From an optimization exercise on the open Yosys and OpenROAD flow, aimed at small area and a short achievable clock period; shortcuts taken in it are not production practice. The RTL was checked by simulation tests, not by an equivalence proof against the original design. No activity file was given, so power comes from the tool's default toggle rates.

==> wip/tundra: inputs <==
// MIPS
module MIPS (
  input  wire        CLK,
  input  wire        RST,
  input  wire [31:0] instr,
  input  wire [31:0] ReadData,
  output wire [31:0] PC,
  output wire [31:0] ALUOut,
  output wire [31:0] WriteData,
  output wire        MemWrite
);
wire MemtoReg, ALUSrc, RegDst, RegWrite, Branch, Jump, Sub;
wire SelAnd, SelOr, SelSlt, Mul;
Control_Unit CU (
  .OpCode(instr[31:26]), .Funct(instr[5:0]),
  .MemtoReg(MemtoReg), .MemWrite(MemWrite), .ALUSrc(ALUSrc),
  .RegDst(RegDst), .RegWrite(RegWrite), .Branch(Branch), .Jump(Jump),
  .Sub(Sub), .SelAnd(SelAnd), .SelOr(SelOr), .SelSlt(SelSlt), .Mul(Mul)
);
Data_Path DP (
  .CLK(CLK), .RST(RST), .instr(instr), .ReadData(ReadData),
  .PC(PC), .ALUOut(ALUOut), .WriteData(WriteData),
  .MemtoReg(MemtoReg), .ALUSrc(ALUSrc), .RegDst(RegDst), .RegWrite(RegWrite),
  .Branch(Branch), .Jump(Jump), .Sub(Sub),
  .SelAnd(SelAnd), .SelOr(SelOr), .SelSlt(SelSlt), .Mul(Mul)
);
endmodule
==> module Register_File, before the edit <==
module Register_File (
  input  [1023:0] Regs,       
  input  [31:0]   Sel,        
  input           Hit,        
  input  [31:0]   Byp,
  output [31:0]   RD
);
wire [32:0]   s = {Hit, Sel};
wire [1055:0] d = {Byp, Regs};            
wire [351:0]  y;                          
genvar t, b;
generate
  for (t = 0; t < 11; t = t + 1) begin : tr
    for (b = 0; b < 32; b = b + 2) begin : bt
      Read_Cell c (
        .s0(s[3*t]), .s1(s[3*t+1]), .s2(s[3*t+2]),
        .d0({d[32*(3*t)   + b + 1], d[32*(3*t)   + b]}),
        .d1({d[32*(3*t+1) + b + 1], d[32*(3*t+1) + b]}),
        .d2({d[32*(3*t+2) + b + 1], d[32*(3*t+2) + b]}),
        .y ({y[11*(b+1) + t], y[11*b + t]})
      );
    end
  end
  for (b = 0; b < 32; b = b + 1) begin : nd
    Read_Nand n (.y(y[11*b +: 11]), .o(RD[b]));
  end
endgenerate
endmodule
==> module Read_Cell, before the edit <==
module Read_Cell (input s0, s1, s2, input [1:0] d0, d1, d2, output [1:0] y);
assign y = ~(({2{s0}} & d0) | ({2{s1}} & d1) | ({2{s2}} & d2));
endmodule
==> module Read_Nand, before the edit <==
module Read_Nand (input [10:0] y, output o);
assign o = ~&y;
endmodule
==> module Reg_Decode, before the edit <==
module Reg_Decode (
  input  [4:0]  A,
  input  [31:0] OKn,
  output [31:0] Sel
);
wire [3:0] lo_n;
wire [7:0] hi_n;
Reg_Pre2 p2 (.a(A[1:0]), .yn(lo_n));
Reg_Pre3 p3 (.a(A[4:2]), .yn(hi_n));
genvar k;
generate for (k = 0; k < 32; k = k + 1) begin : sl
  Reg_Sel s (.an(lo_n[k % 4]), .bn(hi_n[k / 4]), .okn(OKn[k]), .y(Sel[k]));
end endgenerate
endmodule
==> module Reg_Pre2, before the edit <==
module Reg_Pre2 (input [1:0] a, output [3:0] yn);
assign yn = ~(4'b1 << a);
endmodule
==> module Reg_Pre3, before the edit <==
module Reg_Pre3 (input [2:0] a, output [7:0] yn);
assign yn = ~(8'b1 << a);
endmodule
==> module Reg_Sel, before the edit <==
module Reg_Sel (input an, bn, okn, output y);
assign y = ~(an | bn | okn);
endmodule
==> module Data_Path, before the edit <==
module Data_Path (
  input         CLK, RST,
  input  [31:0] instr,
  input  [31:0] ReadData,
  output [31:0] PC,
  output [31:0] ALUOut,
  output [31:0] WriteData,
  input         MemtoReg, ALUSrc, RegDst, RegWrite, Branch, Jump, Sub,
  input         SelAnd, SelOr, SelSlt, Mul
);
wire [4:0]  rs = instr[25:21];
wire [4:0]  rt = instr[20:16];
wire [4:0]  rd = instr[15:11];
wire [31:0] imm;
Sign_Extend SE (.IN(instr[15:0]), .OUT(imm));
reg  [31:0] wa, wb;
reg  [1:0]  wx;
reg  [4:0]  wd;
reg         wv;
wire [31:0] wsum, wres;
Adder_W wadd (.a(wa), .b(wb), .s(wsum));
assign wres = {wsum[31] ^ wx[1] ^ wx[0], wsum[30:0]};
reg  [31:0]   RegFile [0:31];
reg  [31:0]   valid;
wire [31:0]   wsel = wv ? (32'b1 << wd) : 32'b0;
wire [31:0]   nwres = ~wres;
wire [31:0]   nwsel = ~wsel;
wire [1023:0] rnext;
integer i;
always @(posedge CLK)
  for (i = 0; i < 32; i = i + 1)
    RegFile[i] <= rnext[32*i +: 32];
always @(posedge CLK or negedge RST)
  if (!RST) valid <= 32'b0;
  else      valid <= valid | wsel;
reg [1023:0] regs;
always @* for (i = 0; i < 32; i = i + 1) regs[32*i +: 32] = RegFile[i];
genvar gi, gj;
generate for (gi = 0; gi < 32; gi = gi + 1) begin : hr
  for (gj = 0; gj < 32; gj = gj + 1) begin : hb
    Reg_Hold h (.nwe(nwsel[gi]), .nd(nwres[gj]), .q(regs[32*gi + gj]),
                .y(rnext[32*gi + gj]));
  end
end endgenerate
wire [31:0] rok = valid & ~wsel;           
wire [31:0] A, B, sel1, sel2;
Reg_Decode d1 (.A(rs), .OKn(~rok), .Sel(sel1));
Reg_Decode d2 (.A(rt), .OKn(~rok), .Sel(sel2));
Register_File RP1 (.Regs(regs), .Sel(sel1),
                   .Hit(wv && rs == wd), .Byp(wres), .RD(A));
Register_File RP2 (.Regs(regs), .Sel(sel2),
                   .Hit(wv && rt == wd), .Byp(wres), .RD(B));
assign WriteData = B;
Adder_A aadd (.a(A), .b(imm), .s(ALUOut));
wire [31:0] result, ra, rb;
wire [2:0]  rx;
ALU alu (
  .SrcA(A), .SrcB(B), .Sub(Sub),
  .SelAnd(SelAnd), .SelOr(SelOr), .SelSlt(SelSlt),
  .ALUResult(result)
);
Multiplier mult (.a(A), .b(B), .ra(ra), .rb(rb), .rx(rx));
always @(posedge CLK) begin
  wa <= Mul ? ra : MemtoReg ? ReadData : ALUSrc ? ALUOut : result;
  wb <= Mul ? {rx[2], rb[30:0]} : 32'b0;     
  wx <= Mul ? rx[1:0] : 2'b0;
  wd <= RegDst ? rd : rt;
end
always @(posedge CLK or negedge RST)
  if (!RST) wv <= 1'b0;
  else      wv <= RegWrite;
reg  [31:2] pcq;
wire [31:2] pcn;
PC npc (.Cur(pcq), .Target(instr[25:0]), .Offset(imm[29:0]), .Jump(Jump),
        .Taken(Branch && A == B), .PC_next(pcn));
always @(posedge CLK or negedge RST)
  if (!RST) pcq <= 30'b0;
  else      pcq <= pcn;
assign PC = {pcq, 2'b00};
endmodule
clock: 17.0 ns
lec_check: 0
cap_margin: 20
core_margin: 2
core_utilization: 55
cts_buf_list: sky130_fd_sc_hd__clkbuf_8
cts_cluster_diameter: 50
cts_cluster_size: 16
place_density: 0.7
setup_slack_margin: 5
slew_margin: 20
synth_hierarchical: 1
standard.sh (not shown) runs the stock make flow with config.mk's settings and CLKGATE_MAP_FILE= SYNTH_SCRIPT=/design/flow/synth_recipe.tcl, a recipe that flattens the netlist after the stock synthesis.
==> flow/flow/run.sh <==
#!/bin/bash
# Layout flow: the standard synthesis and layout (standard.sh), with two
# changes to how the layout is made:
#  - the port buffers are buf_2 cells (the default choice is a slow delay
#    buffer whose footprint the resizer may not change);
#  - timing repair aims for 6.25 ns of setup slack instead of 5.
# Each step's full output goes to a log file of its own in this folder.
set -euo pipefail
export BUFFER_PORTS_ARGS="-buffer_cell sky130_fd_sc_hd__buf_2"
bash standard.sh synth > synth.log 2>&1
bash standard.sh SETUP_SLACK_MARGIN=6.25 finish > layout.log 2>&1
==> wip/quartz: changes against wip/tundra <==
--- a/flow/design.v
+++ b/flow/design.v
@@ -1709,55 +1709,14 @@
   input  [31:0]   Byp,
   output [31:0]   RD
 );
-wire [32:0]   s = {Hit, Sel};
-wire [1055:0] d = {Byp, Regs};            
-wire [351:0]  y;                          
-genvar t, b;
-generate
-  for (t = 0; t < 11; t = t + 1) begin : tr
-    for (b = 0; b < 32; b = b + 2) begin : bt
-      Read_Cell c (
-        .s0(s[3*t]), .s1(s[3*t+1]), .s2(s[3*t+2]),
-        .d0({d[32*(3*t)   + b + 1], d[32*(3*t)   + b]}),
-        .d1({d[32*(3*t+1) + b + 1], d[32*(3*t+1) + b]}),
-        .d2({d[32*(3*t+2) + b + 1], d[32*(3*t+2) + b]}),
-        .y ({y[11*(b+1) + t], y[11*b + t]})
-      );
-    end
-  end
-  for (b = 0; b < 32; b = b + 1) begin : nd
-    Read_Nand n (.y(y[11*b +: 11]), .o(RD[b]));
-  end
-endgenerate
-endmodule
-module Read_Cell (input s0, s1, s2, input [1:0] d0, d1, d2, output [1:0] y);
-assign y = ~(({2{s0}} & d0) | ({2{s1}} & d1) | ({2{s2}} & d2));
-endmodule
-module Read_Nand (input [10:0] y, output o);
-assign o = ~&y;
-endmodule
-module Reg_Decode (
-  input  [4:0]  A,
-  input  [31:0] OKn,
-  output [31:0] Sel
-);
-wire [3:0] lo_n;
-wire [7:0] hi_n;
-Reg_Pre2 p2 (.a(A[1:0]), .yn(lo_n));
-Reg_Pre3 p3 (.a(A[4:2]), .yn(hi_n));
-genvar k;
-generate for (k = 0; k < 32; k = k + 1) begin : sl
-  Reg_Sel s (.an(lo_n[k % 4]), .bn(hi_n[k / 4]), .okn(OKn[k]), .y(Sel[k]));
-end endgenerate
-endmodule
-module Reg_Pre2 (input [1:0] a, output [3:0] yn);
-assign yn = ~(4'b1 << a);
-endmodule
-module Reg_Pre3 (input [2:0] a, output [7:0] yn);
-assign yn = ~(8'b1 << a);
-endmodule
-module Reg_Sel (input an, bn, okn, output y);
-assign y = ~(an | bn | okn);
+reg [31:0] r;
+integer k;
+always @* begin
+  r = {32{Hit}} & Byp;
+  for (k = 0; k < 32; k = k + 1)
+    r = r | ({32{Sel[k]}} & Regs[32*k +: 32]);
+end
+assign RD = r;
 endmodule
 module ALU (
   input  [31:0] SrcA, SrcB,
@@ -3127,12 +3086,10 @@
   end
 end endgenerate
 wire [31:0] rok = valid & ~wsel;           
-wire [31:0] A, B, sel1, sel2;
-Reg_Decode d1 (.A(rs), .OKn(~rok), .Sel(sel1));
-Reg_Decode d2 (.A(rt), .OKn(~rok), .Sel(sel2));
-Register_File RP1 (.Regs(regs), .Sel(sel1),
+wire [31:0] A, B;
+Register_File RP1 (.Regs(regs), .Sel((32'b1 << rs) & rok),
                    .Hit(wv && rs == wd), .Byp(wres), .RD(A));
-Register_File RP2 (.Regs(regs), .Sel(sel2),
+Register_File RP2 (.Regs(regs), .Sel((32'b1 << rt) & rok),
                    .Hit(wv && rt == wd), .Byp(wres), .RD(B));
 assign WriteData = B;
 Adder_A aadd (.a(A), .b(imm), .s(ALUOut));
==> flow/flow/run.sh (replaced) <==
#!/bin/bash
# Layout flow: the standard synthesis and layout (standard.sh), with two
# changes to how the layout is made:
#  - the port buffers are buf_2 cells (the default choice is a slow delay
#    buffer whose footprint the resizer may not change);
#  - timing repair aims for 6.5 ns of setup slack instead of 5.
# Each step's full output goes to a log file of its own in this folder.
set -euo pipefail
export BUFFER_PORTS_ARGS="-buffer_cell sky130_fd_sc_hd__buf_2"
bash standard.sh synth > synth.log 2>&1
bash standard.sh SETUP_SLACK_MARGIN=6.5 finish > layout.log 2>&1
==> summary of the runs <==
wip/quartz passed the timing, design-rule and antenna checks. wip/tundra finished clean.
Between wip/quartz and wip/tundra, the lower die area is in wip/tundra (gap about 3.7%, measured against wip/tundra).
In combinational power, wip/tundra and wip/quartz hardly differ.
Flip-flop and latch count is the same in wip/quartz and wip/tundra.
In wip/tundra the area after synthesis is smaller than in wip/quartz, by 3.6%.
Routed wire length: wip/tundra is smaller than wip/quartz (14%).
In wip/tundra the sequential share of layout area is higher than in wip/quartz, by 0.80 points.
Between wip/tundra and wip/quartz, the lower clock power is in wip/quartz (gap about 6%, measured against wip/quartz).

* * *

==> run a: inputs <==
Another version of the RTL of MIPS (not shown whole).
// MIPS
module MIPS (
  input  wire        CLK,
  input  wire        RST,
  input  wire [31:0] instr,
  input  wire [31:0] ReadData,
  output wire [31:0] PC,
  output wire [31:0] ALUOut,
  output wire [31:0] WriteData,
  output wire        MemWrite
);
Settings: LEC_CHECK=0, CAP_MARGIN=20, CORE_MARGIN=2, CORE_UTILIZATION=55, CTS_BUF_LIST=sky130_fd_sc_hd__clkbuf_8, CTS_CLUSTER_DIAMETER=50, CTS_CLUSTER_SIZE=16, PLACE_DENSITY=0.7, SETUP_SLACK_MARGIN=5, SLEW_MARGIN=20, SYNTH_HIERARCHICAL=1; clock period 17.0 ns.
==> flow/flow/run.sh <==
#!/bin/bash
# Layout flow: the standard synthesis and layout (standard.sh), with two
# changes to how the layout is made:
#  - the port buffers are buf_2 cells (the default choice is a slow delay
#    buffer whose footprint the resizer may not change);
#  - timing repair aims for 6.5 ns of setup slack instead of 5.
# Each step's full output goes to a log file of its own in this folder.
set -euo pipefail
export BUFFER_PORTS_ARGS="-buffer_cell sky130_fd_sc_hd__buf_2"
bash standard.sh synth > synth.log 2>&1
bash standard.sh SETUP_SLACK_MARGIN=6.5 finish > layout.log 2>&1
==> inputs of run b, as changes to run a <==
--- a/flow/design.v
+++ b/flow/design.v
@@ -1711,28 +1711,10 @@
 );
-wire [32:0]   s = {Hit, Sel};
-wire [1055:0] d = {Byp, Regs};            
-wire [351:0]  y;                          
-genvar t, b;
-generate
-  for (t = 0; t < 11; t = t + 1) begin : tr
-    for (b = 0; b < 32; b = b + 2) begin : bt
-      Read_Cell c (
-        .s0(s[3*t]), .s1(s[3*t+1]), .s2(s[3*t+2]),
-        .d0({d[32*(3*t)   + b + 1], d[32*(3*t)   + b]}),
-        .d1({d[32*(3*t+1) + b + 1], d[32*(3*t+1) + b]}),
-        .d2({d[32*(3*t+2) + b + 1], d[32*(3*t+2) + b]}),
-        .y ({y[11*(b+1) + t], y[11*b + t]})
-      );
-    end
-  end
-  for (b = 0; b < 32; b = b + 1) begin : nd
-    Read_Nand n (.y(y[11*b +: 11]), .o(RD[b]));
-  end
-endgenerate
-endmodule
-module Read_Cell (input s0, s1, s2, input [1:0] d0, d1, d2, output [1:0] y);
-assign y = ~(({2{s0}} & d0) | ({2{s1}} & d1) | ({2{s2}} & d2));
-endmodule
-module Read_Nand (input [10:0] y, output o);
-assign o = ~&y;
+reg [31:0] r;
+integer k;
+always @* begin
+  r = {32{Hit}} & Byp;
+  for (k = 0; k < 32; k = k + 1)
+    r = r | ({32{Sel[k]}} & Regs[32*k +: 32]);
+end
+assign RD = r;
 endmodule
==> comparison table <==
	run b	run a
Outcome	complete, no violations	complete, no violations
Synth Instances	7602	6956
Final critical-path share of the clock period	62.5%	62.5%
Effective utilization at floorplan	55.5%	55.3%
Routed wire length	299000 microns	265000 microns
Multi-input logic area	40600 sq um	39600 sq um
Post-layout total power	5.44 mW	5.40 mW
Highest net fanout along the worst path	39	37
Internal cell power	3.87 mW	3.87 mW
Number of standard-cell rows in the floorplan	126	124
Met2 wirelength from detailed routing	117000 microns	109000 microns
Register clock-pin slew on the reported worst setup and hold paths	0.10 ns	0.09 ns
Multi-input gate share of the layout cell area	56.2%	55.3%
Net count reported at finish	8061	7661
Power share of the clock group	38.7%	37.8%
Hold_sp	DP.RegFile[29][25]	DP.RegFile[20][21]
Die W	349 microns	343 microns
Via count	67027	62911
Tightest Pin Transition	1.30 ns	1.08 ns
Relative max-transition margin	13.3%	27.3%

==> what the ideal ports hide <==
The results above use ideal ports. As a check the final layouts listed here were re-extracted and re-timed, cells and wires unchanged. Step 1: set_driving_cell puts a clkbuf_16 on CLK and a buf_2 on each other input, an assumption about the parent block. Step 2, shift: input delay + t, output delay - t, t = (earliest + latest rising clock arrival at the registers) / 2. This alone moves slack from input paths to output paths. Slacks: no drivers / after step 1 / after step 2; pairs: no drivers / after step 1.
run | t (ns) | setup WS [ns] | worst setup path at the end
wip/tundra | 0.937 | 6.199 / 6.173 / 5.735 | input to register
wip/quartz | 0.998 | 6.392 / 6.351 / 5.797 | input to register
run a | 0.955 | 6.369 / 6.256 / 5.504 | input to register
run b | 0.994 | 6.380 / 6.357 / 5.543 | input to register
After both steps setup and hold are still met in every run listed. The setup slack of run a, which loses most, moves by -0.113 ns with the drivers and by -0.865 ns with both steps.
